Source: an optimization exercise on an open RTL-to-GDS flow (aim: small area and a short achievable clock period). Production flows keep margins and buffers that such runs may drop. RTL that was checked went through simulation tests only; none was proved equivalent to the original.

==> inputs of job 9373 <==
==> flow/design.v (excerpt) <==
module rv32i_top (
    input  wire        clk,
    input  wire        en,
    input  wire [31:0] inst,
    input  wire [31:0] pc,
    output wire        wen,
    output wire [31:0] waddr,
    output wire [31:0] wdata,
    output wire [31:0] next_pc);
Settings: LEC_CHECK=0, CAP_MARGIN=20, CORE_MARGIN=2, CORE_UTILIZATION=50, CTS_CLUSTER_DIAMETER=80, CTS_CLUSTER_SIZE=22, SLEW_MARGIN=20, SYNTH_HIERARCHICAL=1, SYNTH_MINIMUM_KEEP_SIZE=0; clock period 20.0 ns.
standard.sh (not shown) runs the stock make flow with config.mk's settings and CLKGATE_MAP_FILE= SYNTH_SCRIPT=/design/flow/synth_recipe.tcl, a recipe that flattens the netlist after the stock synthesis.
==> flow/flow/run.sh <==
#!/bin/bash
# Layout: the standard ORFS flow (standard.sh) with these changes to how the
# layout is optimised (the design, clock and constraints are unchanged):
#  - the port buffers are sky130_fd_sc_hd__buf_2 instead of the delay buffer
#    ORFS picks by default;
#  - ORFS's repair_timing steps aim at a larger setup slack;
#  - gate sizing may change a cell's footprint.
# ORFS writes each step's log under orfs/logs; make's own output goes to
# standard_finish.log.
set -euo pipefail
export BUFFER_PORTS_ARGS="-buffer_cell sky130_fd_sc_hd__buf_2"
export SETUP_SLACK_MARGIN=10
bash standard.sh MATCH_CELL_FOOTPRINT=0 finish > standard_finish.log 2>&1
==> inputs of job 8550, as changes to job 9373 <==
--- a/flow/design.v
+++ b/flow/design.v
@@ -45,15 +45,12 @@
 module g_a21oi (input wire a1, a2, b1, output wire y);
   assign y = ~((a1 & a2) | b1);
 endmodule
 module g_o21ai (input wire a1, a2, b1, output wire y);
   assign y = ~((a1 | a2) & b1);
 endmodule
-module g_a22oi (input wire a1, a2, b1, b2, output wire y);
-  assign y = ~((a1 & a2) | (b1 & b2));
-endmodule
 module g_and2 (input wire a, b, output wire y);
   assign y = a & b;
 endmodule
 module g_xor2 (input wire a, b, output wire y);
   assign y = a ^ b;
 endmodule
@@ -119,13 +116,13 @@
   endgenerate
   assign co = g5[31];
 endmodule
 module inc4 (input wire [31:0] a, output wire [31:0] y);
   assign y = a + 32'd4;
 endmodule
-module cmp32 (input wire [31:0] a, b, output wire lo_ltn, output wire lo_eqn);
+module cmp32 (input wire [31:0] a, b, output wire ltu, output wire lts, output wire eq);
   wire [30:0] l0, e0;
   genvar i;
   generate
     for (i = 0; i < 31; i = i + 1) begin : b0
       g_nor2b ul (.a(a[i]), .bn(b[i]), .y(l0[i]));
       g_xnor2 ue (.a(a[i]), .b(b[i]), .y(e0[i]));
@@ -221,36 +218,18 @@
   wire l4_1, e4_1;
   g_o21ai ua4_1 (.a1(e3_3), .a2(l3_2), .b1(l3_3), .y(l4_1));
   g_nor2 ue4_1 (.a(e3_3), .b(e3_2), .y(e4_1));
   wire l5_0, e5_0;
   g_a21oi ua5_0 (.a1(e4_1), .a2(l4_0), .b1(l4_1), .y(l5_0));
   g_nand2 ue5_0 (.a(e4_1), .b(e4_0), .y(e5_0));
-  assign lo_ltn = l5_0;
-  assign lo_eqn = e5_0;
-endmodule
-module br_jump (input wire lo_ltn, lo_eqn, a31, b31, input wire [2:0] f3,
-                input wire br, jal, output wire jump);
-  wire e31 = ~(a31 ^ b31);
-  wire sa  = a31 & ~b31;
-  wire ua  = ~a31 & b31;
-  wire br0 = br & (f3 == 3'd0);
-  wire br1 = br & (f3 == 3'd1);
-  wire br4 = br & (f3 == 3'd4);
-  wire br5 = br & (f3 == 3'd5);
-  wire br6 = br & (f3 == 3'd6);
-  wire br7 = br & (f3 == 3'd7);
-  wire pn  = ~(jal | (br1 & ~e31) | (br4 & sa) | (br5 & ~sa & ~e31)
-                   | (br6 & ua) | (br7 & ~ua & ~e31));
-  wire q   = (br4 | br6) & e31;            
-  wire r   = (br5 & ~sa) | (br7 & ~ua);    
-  wire s   = br0 & e31;                    
-  wire t   = br1;                          
-  wire ml, me;
-  g_mux2i u_l (.a0(q), .a1(r), .s(lo_ltn), .y(ml));
-  g_mux2i u_e (.a0(s), .a1(t), .s(lo_eqn), .y(me));
-  g_nand3 u_j (.a(pn), .b(ml), .c(me), .y(jump));
+  wire lo_lt = ~l5_0;
+  wire lo_eq = ~e5_0;
+  wire e31 = ~(a[31] ^ b[31]);
+  assign ltu = (~a[31] & b[31]) | (e31 & lo_lt);
+  assign lts = (a[31] & ~b[31]) | (e31 & lo_lt);
+  assign eq  = e31 & lo_eq;
 endmodule
 module shifter (input wire [31:0] a, input wire [4:0] sh, input wire left, input wire arith,
                 output wire [31:0] shr);
   wire fl = arith & a[31] & ~left;    
   wire fn = ~fl;
   wire [31:0] v0, v1, v2, v3, v4;
@@ -371,22 +350,26 @@
   wire [31:0] unused_p0, unused_g0, unused_p1, unused_g1;
   add_sk32 #(.INV_Y(1)) u_addr (.a(r1n), .b(~addr_imm), .ci(1'b1), .y(addr), .co(unused_co0),
                    .p(unused_p0), .g(unused_g0));                   
   add_sk32 u_pcimm (.a(pc), .b(pc_imm_v), .ci(1'b0), .y(pc_imm), .co(unused_co1),
                     .p(unused_p1), .g(unused_g1));                  
   inc4 u_pc4 (.a(pc), .y(pc4));
-  wire br_ltn, br_eqn;
-  cmp32 u_br (.a(r2n), .b(r1n), .lo_ltn(br_ltn), .lo_eqn(br_eqn));
-  wire [3:0] jump;
-  genvar gj;
-  generate
-    for (gj = 0; gj < 4; gj = gj + 1) begin : jp
-      br_jump u_j (.lo_ltn(br_ltn), .lo_eqn(br_eqn), .a31(r2n[31]), .b31(r1n[31]),
-                   .f3(f3), .br(op_branch), .jal(op_jal), .jump(jump[gj]));
-    end
-  endgenerate
+  wire br_ltu, br_lt, br_eq;
+  cmp32 u_br (.a(r2n), .b(r1n), .ltu(br_ltu), .lts(br_lt), .eq(br_eq));
+  reg  br_taken;
+  always @* begin
+    case (f3)
+      3'd0: br_taken = br_eq;
+      3'd1: br_taken = ~br_eq;
+      3'd4: br_taken = br_lt;
+      3'd5: br_taken = ~br_lt;
+      3'd6: br_taken = br_ltu;
+      3'd7: br_taken = ~br_ltu;
+      default: br_taken = 1'b0;
+    endcase
+  end
   wire [31:0] b      = op_rr ? r2 : imm_i;
   wire        do_sub = (op_rr & f7_20 & (f3 == 3'd0)) | (f3 == 3'd2) | (f3 == 3'd3);
   wire [31:0] bx = b ^ {32{do_sub}};
   wire [31:0] sum, ap, agn;
   wire        con;
   add_sk32 #(.INV_Y(1)) u_alu (.a(r1n), .b(~bx), .ci(~do_sub), .y(sum), .co(con),
@@ -449,26 +432,21 @@
     st_rd    <= rd;
     st_f3    <= f3;
     st_rs2   <= r2;
     st_pc4   <= pc4;
   end
   wire act   = en & ~stg2;
+  wire jump  = op_jal | (op_branch & br_taken);
   wire s_adr = act & (ls | op_jalr);
-  wire s_b   = act & ~(ls | op_jalr);
+  wire s_pci = act & jump;
+  wire s_pc4 = act & ~(ls | op_jalr | jump);
   wire s_spc = en & stg2;
-  wire [31:0] addr_m = {addr[31:1], addr[0] & ~op_jalr};
-  wire [31:0] y1 = {32{s_b}} & pc_imm;
-  wire [31:0] y0 = {32{s_b}} & pc4;
-  wire [31:0] npc, xn, mn;
-  generate
-    for (gb = 0; gb < 32; gb = gb + 1) begin : np
-      g_a22oi u_x (.a1(s_adr), .a2(addr_m[gb]), .b1(s_spc), .b2(st_pc4[gb]), .y(xn[gb]));
-      g_mux2i u_m (.a0(y0[gb]), .a1(y1[gb]), .s(jump[gb/8]), .y(mn[gb]));
-      g_nand2 u_o (.a(xn[gb]), .b(mn[gb]), .y(npc[gb]));
-    end
-  endgenerate
+  wire [31:0] npc = ({32{s_adr}} & {addr[31:1], addr[0] & ~op_jalr})
+                  | ({32{s_pci}} & pc_imm)
+                  | ({32{s_pc4}} & pc4)
+                  | ({32{s_spc}} & st_pc4);
   reg [31:0] wdata;
   always @* begin
     case (st_f3)
       3'd0:    wdata = {inst[31:8], st_rs2[7:0]};
       3'd1:    wdata = {inst[31:16], st_rs2[15:0]};
       default: wdata = st_rs2;
==> metrics.yaml <==
finish:
  final_cells: 5798
placed_design:
  placed_cell_area_um2: 57100
synth:
  syn_area_um2: 53200
run_status:
  outcome: "complete, but fails checks"
  violatedChecks: "max-slew violations"
job:
  maxCapViolCount: 1
worst_setup_path:
  path_depth: 24
  cp.arrival_ns: 8.86
timing:
  finalClockSkew_ns: 0.0348
  slew_violations: 3
-- figures above: job 8550

==> metrics.yaml <==
run_status:
  outcome: "finished clean"
synth:
  syn_area_um2: 54600
worst_setup_path:
  cp.arrival_ns: 8.68
  path_depth: 22
finish:
  final_cells: 5967
job:
  maxCapViolCount: 0
timing:
  slew_violations: 0
  finalClockSkew_ns: 0.0401
placed_design:
  placed_cell_area_um2: 58600
-- figures above: job 9373

Function not checked in job 8550: the RTL went through the layout flow alone.

========
==> run M <==
rv32i_top, a different RTL version from the one above (not shown whole).
export LEC_CHECK = 0
export CAP_MARGIN = 20
export CORE_MARGIN = 2
export CORE_UTILIZATION = 50
export CTS_CLUSTER_DIAMETER = 100
export CTS_CLUSTER_SIZE = 30
export SLEW_MARGIN = 20
export SYNTH_HIERARCHICAL = 1
export SYNTH_MINIMUM_KEEP_SIZE = 0
create_clock -name core_clock -period 20.0 [get_ports {clk}]
Scripts as last shown in full above: flow/flow/run.sh
==> run Z: changes against run M <==
--- a/flow/design.v
+++ b/flow/design.v
@@ -31,14 +31,14 @@
   assign y = ~(a & b & c & d);
 endmodule
 module g_mux2i (input wire a0, a1, s, output wire y);
   assign y = ~(s ? a1 : a0);
 endmodule
-module g_nor3 (input wire a, b, c, output wire y);
-  assign y = ~(a | b | c);
+module g_or3 (input wire a, b, c, output wire y);
+  assign y = a | b | c;
 endmodule
-module rd_bit (input wire [31:1] sel, input wire [31:1] d, output wire yn);
+module rd_bit (input wire [31:1] sel, input wire [31:1] d, output wire y);
   wire [10:0] n;
   genvar g;
   generate
     for (g = 0; g < 10; g = g + 1) begin : grp
       g_aoi222 u (.a1(sel[3*g+1]), .a2(d[3*g+1]), .b1(sel[3*g+2]), .b2(d[3*g+2]),
@@ -48,14 +48,13 @@
   g_nand2 u31 (.a(sel[31]), .b(d[31]), .y(n[10]));
   wire m0, m1, m2;
   g_nand4 ua (.a(n[0]), .b(n[1]), .c(n[2]), .d(n[3]), .y(m0));
   g_nand4 ub (.a(n[4]), .b(n[5]), .c(n[6]), .d(n[7]), .y(m1));
   g_nand3 uc (.a(n[8]), .b(n[9]), .c(n[10]), .y(m2));
-  g_nor3  ud (.a(m0), .b(m1), .c(m2), .y(yn));
+  g_or3   ud (.a(m0), .b(m1), .c(m2), .y(y));
 endmodule
-module add_sk32 #(parameter INV_Y = 0)
-                (input wire [31:0] a, b, input wire ci,
+module add_sk32 (input wire [31:0] a, b, input wire ci,
                  output wire [31:0] y, output wire co,
                  output wire [31:0] p, output wire [31:0] g);
   assign g = a & b;
   assign p = a ^ b;
   wire [31:0] g0 = {g[31:1], g[0] | (p[0] & ci)};
@@ -73,11 +72,11 @@
   assign g4 = g3 | (p3 & {g3[23], g3[23], g3[23], g3[23], g3[23], g3[23], g3[23], g3[23], 1'b0, 1'b0, 1'b0, 1'b0, 1'b0, 1'b0, 1'b0, 1'b0, g3[7], g3[7], g3[7], g3[7], g3[7], g3[7], g3[7], g3[7], 1'b0, 1'b0, 1'b0, 1'b0, 1'b0, 1'b0, 1'b0, 1'b0});
   assign p4 = p3 & {p3[23], p3[23], p3[23], p3[23], p3[23], p3[23], p3[23], p3[23], 1'b1, 1'b1, 1'b1, 1'b1, 1'b1, 1'b1, 1'b1, 1'b1, p3[7], p3[7], p3[7], p3[7], p3[7], p3[7], p3[7], p3[7], 1'b1, 1'b1, 1'b1, 1'b1, 1'b1, 1'b1, 1'b1, 1'b1};
   wire [31:0] g5, p5;
   assign g5 = g4 | (p4 & {g4[15], g4[15], g4[15], g4[15], g4[15], g4[15], g4[15], g4[15], g4[15], g4[15], g4[15], g4[15], g4[15], g4[15], g4[15], g4[15], 1'b0, 1'b0, 1'b0, 1'b0, 1'b0, 1'b0, 1'b0, 1'b0, 1'b0, 1'b0, 1'b0, 1'b0, 1'b0, 1'b0, 1'b0, 1'b0});
   assign p5 = p4 & {p4[15], p4[15], p4[15], p4[15], p4[15], p4[15], p4[15], p4[15], p4[15], p4[15], p4[15], p4[15], p4[15], p4[15], p4[15], p4[15], 1'b1, 1'b1, 1'b1, 1'b1, 1'b1, 1'b1, 1'b1, 1'b1, 1'b1, 1'b1, 1'b1, 1'b1, 1'b1, 1'b1, 1'b1, 1'b1};
-  assign y  = p ^ {g5[30:0], ci} ^ {32{INV_Y[0]}};
+  assign y  = p ^ {g5[30:0], ci};
   assign co = g5[31];
 endmodule
 module inc4 (input wire [31:0] a, output wire [31:0] y);
   assign y = a + 32'd4;
 endmodule
@@ -191,11 +190,11 @@
   wire [31:0] imm_i = {{20{inst[31]}}, inst[31:20]};
   wire [31:0] imm_s = {{20{inst[31]}}, inst[31:25], inst[11:7]};
   wire [31:0] imm_b = {{20{inst[31]}}, inst[7], inst[30:25], inst[11:8], 1'b0};
   wire [31:0] imm_u = {inst[31:12], 12'b0};
   wire [31:0] imm_j = {{12{inst[31]}}, inst[19:12], inst[20], inst[30:21], 1'b0};
-  wire [31:0] r1n, r2n;        
+  wire [31:0] r1, r2;
   wire [31:1] sel1, sel2;
   genvar gi, gb;
   generate
     for (gi = 1; gi < 32; gi = gi + 1) begin : dec
       assign sel1[gi] = (rs1 == gi);
@@ -204,36 +203,33 @@
     for (gb = 0; gb < 32; gb = gb + 1) begin : rdp
       wire [31:1] d;
       for (gi = 1; gi < 32; gi = gi + 1) begin : col
         assign d[gi] = rf[32*gi + gb];
       end
-      rd_bit p1 (.sel(sel1), .d(d), .yn(r1n[gb]));
-      rd_bit p2 (.sel(sel2), .d(d), .yn(r2n[gb]));
+      rd_bit p1 (.sel(sel1), .d(d), .y(r1[gb]));
+      rd_bit p2 (.sel(sel2), .d(d), .y(r2[gb]));
     end
   endgenerate
-  wire [31:0] r1 = ~r1n;
-  wire [31:0] r2 = ~r2n;
   wire [31:0] addr, pc_imm, pc4;
   wire [31:0] addr_imm = op_store ? imm_s : imm_i;
   wire [31:0] pc_imm_v = op_jal ? imm_j : (op_branch ? imm_b : imm_u);
   wire        unused_co0, unused_co1;
   wire [31:0] unused_p0, unused_g0, unused_p1, unused_g1;
-  add_sk32 #(.INV_Y(1)) u_addr (.a(r1n), .b(~addr_imm), .ci(1'b1), .y(addr), .co(unused_co0),
+  add_sk32 u_addr (.a(r1), .b(addr_imm), .ci(1'b0), .y(addr), .co(unused_co0),
                    .p(unused_p0), .g(unused_g0));                   
   add_sk32 u_pcimm (.a(pc), .b(pc_imm_v), .ci(1'b0), .y(pc_imm), .co(unused_co1),
                     .p(unused_p1), .g(unused_g1));                  
   inc4 u_pc4 (.a(pc), .y(pc4));
   wire br_taken;
-  br_cmp u_br (.a(r2n), .b(r1n), .f3(f3), .taken(br_taken));
+  br_cmp u_br (.a(r1), .b(r2), .f3(f3), .taken(br_taken));
   wire [31:0] b      = op_rr ? r2 : imm_i;
   wire        do_sub = (op_rr & f7_20 & (f3 == 3'd0)) | (f3 == 3'd2) | (f3 == 3'd3);
-  wire [31:0] bx = b ^ {32{do_sub}};
-  wire [31:0] sum, ap, agn;
-  wire        con;
-  add_sk32 #(.INV_Y(1)) u_alu (.a(r1n), .b(~bx), .ci(~do_sub), .y(sum), .co(con),
-                  .p(ap), .g(agn));
-  wire        ltu = con;
+  wire [31:0] sum, ap, ag;
+  wire        co;
+  add_sk32 u_alu (.a(r1), .b(b ^ {32{do_sub}}), .ci(do_sub), .y(sum), .co(co),
+                  .p(ap), .g(ag));
+  wire        ltu = ~co;
   wire        lt  = (r1[31] ^ b[31]) ? r1[31] : sum[31];
   wire [31:0] shr;
   shifter u_sh (.a(r1), .sh(b[4:0]), .left(f3 == 3'd1), .arith(f7_20), .shr(shr));
   wire [31:0] shl;
   generate
@@ -264,13 +260,12 @@
   wire s_aui  = ~stg2 & op_auipc;
   wire s_link = ~stg2 & (op_jal | op_jalr);
   wire [31:0] wd = ({32{s_sum}} & sum)
                  | ({32{s_shl}} & shl)
                  | ({32{s_shr}} & shr)
-                 | ({32{s_xor}} & ap)
-                 | ({32{s_or}} & ~agn)
-                 | ({32{s_and}} & ~ap & ~agn)
+                 | ({32{s_xor | s_or}} & ap)
+                 | ({32{s_and | s_or}} & ag)
                  | {31'd0, (s_slt & lt) | (s_sltu & ltu)}
                  | ({32{stg2}} & ld)
                  | ({32{s_lui}} & imm_u)
                  | ({32{s_aui}} & pc_imm)
                  | ({32{s_link}} & pc4);
--- a/flow/flow/run.sh
+++ b/flow/flow/run.sh
@@ -1,7 +1,7 @@
 #!/bin/bash
-# Layout: the standard ORFS flow (standard.sh) with these changes to how the
+# Layout: the standard ORFS flow (standard.sh) with three changes to how the
 # layout is optimised (the design, clock and constraints are unchanged):
 #  - the port buffers are sky130_fd_sc_hd__buf_2 instead of the delay buffer
 #    ORFS picks by default;
 #  - ORFS's repair_timing steps aim at a larger setup slack;
 #  - gate sizing may change a cell's footprint.
Settings changed: CORE_UTILIZATION 50 to 45, CTS_CLUSTER_DIAMETER 100 to default, CTS_CLUSTER_SIZE 30 to default.
==> run R: changes against run M <==
--- a/flow/design.v
+++ b/flow/design.v
@@ -28,17 +28,14 @@
   assign y = ~(a & b & c);
 endmodule
 module g_nand4 (input wire a, b, c, d, output wire y);
   assign y = ~(a & b & c & d);
 endmodule
-module g_mux2i (input wire a0, a1, s, output wire y);
-  assign y = ~(s ? a1 : a0);
-endmodule
-module g_nor3 (input wire a, b, c, output wire y);
-  assign y = ~(a | b | c);
-endmodule
-module rd_bit (input wire [31:1] sel, input wire [31:1] d, output wire yn);
+module g_or3 (input wire a, b, c, output wire y);
+  assign y = a | b | c;
+endmodule
+module rd_bit (input wire [31:1] sel, input wire [31:1] d, output wire y);
   wire [10:0] n;
   genvar g;
   generate
     for (g = 0; g < 10; g = g + 1) begin : grp
       g_aoi222 u (.a1(sel[3*g+1]), .a2(d[3*g+1]), .b1(sel[3*g+2]), .b2(d[3*g+2]),
@@ -48,14 +45,13 @@
   g_nand2 u31 (.a(sel[31]), .b(d[31]), .y(n[10]));
   wire m0, m1, m2;
   g_nand4 ua (.a(n[0]), .b(n[1]), .c(n[2]), .d(n[3]), .y(m0));
   g_nand4 ub (.a(n[4]), .b(n[5]), .c(n[6]), .d(n[7]), .y(m1));
   g_nand3 uc (.a(n[8]), .b(n[9]), .c(n[10]), .y(m2));
-  g_nor3  ud (.a(m0), .b(m1), .c(m2), .y(yn));
-endmodule
-module add_sk32 #(parameter INV_Y = 0)
-                (input wire [31:0] a, b, input wire ci,
+  g_or3   ud (.a(m0), .b(m1), .c(m2), .y(y));
+endmodule
+module add_sk32 (input wire [31:0] a, b, input wire ci,
                  output wire [31:0] y, output wire co,
                  output wire [31:0] p, output wire [31:0] g);
   assign g = a & b;
   assign p = a ^ b;
   wire [31:0] g0 = {g[31:1], g[0] | (p[0] & ci)};
@@ -73,11 +69,11 @@
   assign g4 = g3 | (p3 & {g3[23], g3[23], g3[23], g3[23], g3[23], g3[23], g3[23], g3[23], 1'b0, 1'b0, 1'b0, 1'b0, 1'b0, 1'b0, 1'b0, 1'b0, g3[7], g3[7], g3[7], g3[7], g3[7], g3[7], g3[7], g3[7], 1'b0, 1'b0, 1'b0, 1'b0, 1'b0, 1'b0, 1'b0, 1'b0});
   assign p4 = p3 & {p3[23], p3[23], p3[23], p3[23], p3[23], p3[23], p3[23], p3[23], 1'b1, 1'b1, 1'b1, 1'b1, 1'b1, 1'b1, 1'b1, 1'b1, p3[7], p3[7], p3[7], p3[7], p3[7], p3[7], p3[7], p3[7], 1'b1, 1'b1, 1'b1, 1'b1, 1'b1, 1'b1, 1'b1, 1'b1};
   wire [31:0] g5, p5;
   assign g5 = g4 | (p4 & {g4[15], g4[15], g4[15], g4[15], g4[15], g4[15], g4[15], g4[15], g4[15], g4[15], g4[15], g4[15], g4[15], g4[15], g4[15], g4[15], 1'b0, 1'b0, 1'b0, 1'b0, 1'b0, 1'b0, 1'b0, 1'b0, 1'b0, 1'b0, 1'b0, 1'b0, 1'b0, 1'b0, 1'b0, 1'b0});
   assign p5 = p4 & {p4[15], p4[15], p4[15], p4[15], p4[15], p4[15], p4[15], p4[15], p4[15], p4[15], p4[15], p4[15], p4[15], p4[15], p4[15], p4[15], 1'b1, 1'b1, 1'b1, 1'b1, 1'b1, 1'b1, 1'b1, 1'b1, 1'b1, 1'b1, 1'b1, 1'b1, 1'b1, 1'b1, 1'b1, 1'b1};
-  assign y  = p ^ {g5[30:0], ci} ^ {32{INV_Y[0]}};
+  assign y  = p ^ {g5[30:0], ci};
   assign co = g5[31];
 endmodule
 module inc4 (input wire [31:0] a, output wire [31:0] y);
   assign y = a + 32'd4;
 endmodule
@@ -97,64 +93,23 @@
     endcase
   end
 endmodule
 module shifter (input wire [31:0] a, input wire [4:0] sh, input wire left, input wire arith,
                 output wire [31:0] shr);
-  wire fl = arith & a[31] & ~left;    
-  wire fn = ~fl;
-  wire [31:0] v0, v1, v2, v3, v4;
-  genvar i;
-  generate
-    for (i = 0; i < 32; i = i + 1) begin : l0
-      g_mux2i m (.a0(a[i]), .a1(a[31-i]), .s(left), .y(v0[i]));
-    end
-  endgenerate
-  generate
-    for (i = 0; i < 32; i = i + 1) begin : l1
-      if (i + 1 < 32) begin : s
-        g_mux2i m (.a0(v0[i]), .a1(v0[i+1]), .s(sh[0]), .y(v1[i]));
-      end else begin : e
-        g_mux2i m (.a0(v0[i]), .a1(fn), .s(sh[0]), .y(v1[i]));
-      end
-    end
-  endgenerate
-  generate
-    for (i = 0; i < 32; i = i + 1) begin : l2
-      if (i + 2 < 32) begin : s
-        g_mux2i m (.a0(v1[i]), .a1(v1[i+2]), .s(sh[1]), .y(v2[i]));
-      end else begin : e
-        g_mux2i m (.a0(v1[i]), .a1(fl), .s(sh[1]), .y(v2[i]));
-      end
-    end
-  endgenerate
-  generate
-    for (i = 0; i < 32; i = i + 1) begin : l3
-      if (i + 4 < 32) begin : s
-        g_mux2i m (.a0(v2[i]), .a1(v2[i+4]), .s(sh[2]), .y(v3[i]));
-      end else begin : e
-        g_mux2i m (.a0(v2[i]), .a1(fn), .s(sh[2]), .y(v3[i]));
-      end
-    end
-  endgenerate
-  generate
-    for (i = 0; i < 32; i = i + 1) begin : l4
-      if (i + 8 < 32) begin : s
-        g_mux2i m (.a0(v3[i]), .a1(v3[i+8]), .s(sh[3]), .y(v4[i]));
-      end else begin : e
-        g_mux2i m (.a0(v3[i]), .a1(fl), .s(sh[3]), .y(v4[i]));
-      end
-    end
-  endgenerate
-  generate
-    for (i = 0; i < 32; i = i + 1) begin : l5
-      if (i + 16 < 32) begin : s
-        g_mux2i m (.a0(v4[i]), .a1(v4[i+16]), .s(sh[4]), .y(shr[i]));
-      end else begin : e
-        g_mux2i m (.a0(v4[i]), .a1(fn), .s(sh[4]), .y(shr[i]));
-      end
-    end
-  endgenerate
+  function [31:0] rev32(input [31:0] x);
+    integer m;
+    begin
+      for (m = 0; m < 32; m = m + 1) rev32[m] = x[31-m];
+    end
+  endfunction
+  wire [31:0] s0 = left ? rev32(a) : a;
+  wire        f  = arith & a[31] & ~left;
+  wire [31:0] s1 = sh[0] ? {f, s0[31:1]} : s0;
+  wire [31:0] s2 = sh[1] ? {{2{f}}, s1[31:2]} : s1;
+  wire [31:0] s3 = sh[2] ? {{4{f}}, s2[31:4]} : s2;
+  wire [31:0] s4 = sh[3] ? {{8{f}}, s3[31:8]} : s3;
+  assign shr     = sh[4] ? {{16{f}}, s4[31:16]} : s4;
 endmodule
 module rv32i (
     input wire clk,
     input wire [0:0] w_0,
     input wire [31:0] w_1,
@@ -191,11 +146,11 @@
   wire [31:0] imm_i = {{20{inst[31]}}, inst[31:20]};
   wire [31:0] imm_s = {{20{inst[31]}}, inst[31:25], inst[11:7]};
   wire [31:0] imm_b = {{20{inst[31]}}, inst[7], inst[30:25], inst[11:8], 1'b0};
   wire [31:0] imm_u = {inst[31:12], 12'b0};
   wire [31:0] imm_j = {{12{inst[31]}}, inst[19:12], inst[20], inst[30:21], 1'b0};
-  wire [31:0] r1n, r2n;        
+  wire [31:0] r1, r2;
   wire [31:1] sel1, sel2;
   genvar gi, gb;
   generate
     for (gi = 1; gi < 32; gi = gi + 1) begin : dec
       assign sel1[gi] = (rs1 == gi);
@@ -204,36 +159,33 @@
     for (gb = 0; gb < 32; gb = gb + 1) begin : rdp
       wire [31:1] d;
       for (gi = 1; gi < 32; gi = gi + 1) begin : col
         assign d[gi] = rf[32*gi + gb];
       end
-      rd_bit p1 (.sel(sel1), .d(d), .yn(r1n[gb]));
-      rd_bit p2 (.sel(sel2), .d(d), .yn(r2n[gb]));
+      rd_bit p1 (.sel(sel1), .d(d), .y(r1[gb]));
+      rd_bit p2 (.sel(sel2), .d(d), .y(r2[gb]));
     end
   endgenerate
-  wire [31:0] r1 = ~r1n;
-  wire [31:0] r2 = ~r2n;
   wire [31:0] addr, pc_imm, pc4;
   wire [31:0] addr_imm = op_store ? imm_s : imm_i;
   wire [31:0] pc_imm_v = op_jal ? imm_j : (op_branch ? imm_b : imm_u);
   wire        unused_co0, unused_co1;
   wire [31:0] unused_p0, unused_g0, unused_p1, unused_g1;
-  add_sk32 #(.INV_Y(1)) u_addr (.a(r1n), .b(~addr_imm), .ci(1'b1), .y(addr), .co(unused_co0),
+  add_sk32 u_addr (.a(r1), .b(addr_imm), .ci(1'b0), .y(addr), .co(unused_co0),
                    .p(unused_p0), .g(unused_g0));                   
   add_sk32 u_pcimm (.a(pc), .b(pc_imm_v), .ci(1'b0), .y(pc_imm), .co(unused_co1),
                     .p(unused_p1), .g(unused_g1));                  
   inc4 u_pc4 (.a(pc), .y(pc4));
   wire br_taken;
-  br_cmp u_br (.a(r2n), .b(r1n), .f3(f3), .taken(br_taken));
+  br_cmp u_br (.a(r1), .b(r2), .f3(f3), .taken(br_taken));
   wire [31:0] b      = op_rr ? r2 : imm_i;
   wire        do_sub = (op_rr & f7_20 & (f3 == 3'd0)) | (f3 == 3'd2) | (f3 == 3'd3);
-  wire [31:0] bx = b ^ {32{do_sub}};
-  wire [31:0] sum, ap, agn;
-  wire        con;
-  add_sk32 #(.INV_Y(1)) u_alu (.a(r1n), .b(~bx), .ci(~do_sub), .y(sum), .co(con),
-                  .p(ap), .g(agn));
-  wire        ltu = con;
+  wire [31:0] sum, ap, ag;
+  wire        co;
+  add_sk32 u_alu (.a(r1), .b(b ^ {32{do_sub}}), .ci(do_sub), .y(sum), .co(co),
+                  .p(ap), .g(ag));
+  wire        ltu = ~co;
   wire        lt  = (r1[31] ^ b[31]) ? r1[31] : sum[31];
   wire [31:0] shr;
   shifter u_sh (.a(r1), .sh(b[4:0]), .left(f3 == 3'd1), .arith(f7_20), .shr(shr));
   wire [31:0] shl;
   generate
@@ -264,13 +216,12 @@
   wire s_aui  = ~stg2 & op_auipc;
   wire s_link = ~stg2 & (op_jal | op_jalr);
   wire [31:0] wd = ({32{s_sum}} & sum)
                  | ({32{s_shl}} & shl)
                  | ({32{s_shr}} & shr)
-                 | ({32{s_xor}} & ap)
-                 | ({32{s_or}} & ~agn)
-                 | ({32{s_and}} & ~ap & ~agn)
+                 | ({32{s_xor | s_or}} & ap)
+                 | ({32{s_and | s_or}} & ag)
                  | {31'd0, (s_slt & lt) | (s_sltu & ltu)}
                  | ({32{stg2}} & ld)
                  | ({32{s_lui}} & imm_u)
                  | ({32{s_aui}} & pc_imm)
                  | ({32{s_link}} & pc4);
==> flow/flow/run.sh (replaced) <==
#!/bin/bash
# Layout: the standard ORFS flow (standard.sh), with the port buffers made
# of sky130_fd_sc_hd__buf_2 instead of the delay buffer ORFS picks by default.
set -euo pipefail
export BUFFER_PORTS_ARGS="-buffer_cell sky130_fd_sc_hd__buf_2"
bash standard.sh finish > standard_finish.log 2>&1
Settings changed: CORE_UTILIZATION 50 to 30, CTS_CLUSTER_DIAMETER 100 to default, CTS_CLUSTER_SIZE 30 to default.
==> summary of the runs <==
- In run M the worst setup slack is better than in run R, by 1200 ps.
- Against run Z, the cell area of run M is lower by about 2.5%.
- In run Z the maximum frequency is larger than in run M, by about 1.6%.
- Via count, highest first: run R, run Z, run M.
- Sequential share of layout area: run M > run R > run Z.
- Final cell count: run M is lower than run Z (about 4.6%).
Only the layout flow was run in run M and run R; the RTL was not checked for function there.

[afterwards: timing with drivers on the ports]
Ports are ideal in the flow. The routed layouts listed here were re-timed in OpenROAD. Step 1 sets driving cells, clkbuf_16 on the clock port and buf_2 on the other inputs (assumed; they add their load-dependent delay and slew). Step 2 adds t to the input delays and takes it off the output delays; t is the mean of the earliest and latest rising clock arrival at the registers after step 1. Input paths then give back, and output paths get back, about the clock's delay inside the block. Slacks: ideal ports / drivers / drivers and shift; pairs: ideal ports / drivers.
| run | t, ns | slack for setup (ns) | hold WS [ns] | worst slew at a driven data input, ns | cell pins on the clock port's net |
|---|---|---|---|---|---|
| job 9373 | 0.796 | 7.319 / 7.152 / 7.152 | 0.675 / 0.675 / 0.675 | 0.16 | 1 |
| job 8550 | 0.797 | 7.138 / 7.087 / 7.087 | 0.686 / 0.686 / 0.686 | 0.14 | 1 |
| run M | 0.772 | 6.381 / 6.234 / 6.234 | 0.636 / 0.636 / 0.636 | 0.19 | 1 |
| run Z | 0.795 | 6.591 / 6.500 / 6.500 | 0.652 / 0.652 / 0.652 | 0.21 | 1 |
| run R | 0.830 | 5.142 / 5.116 / 5.116 | 0.717 / 0.717 / 0.717 | 0.11 | 1 |
The setup slack of job 9373, which loses most, moves by -0.167 ns with the drivers and by -0.167 ns with both steps.
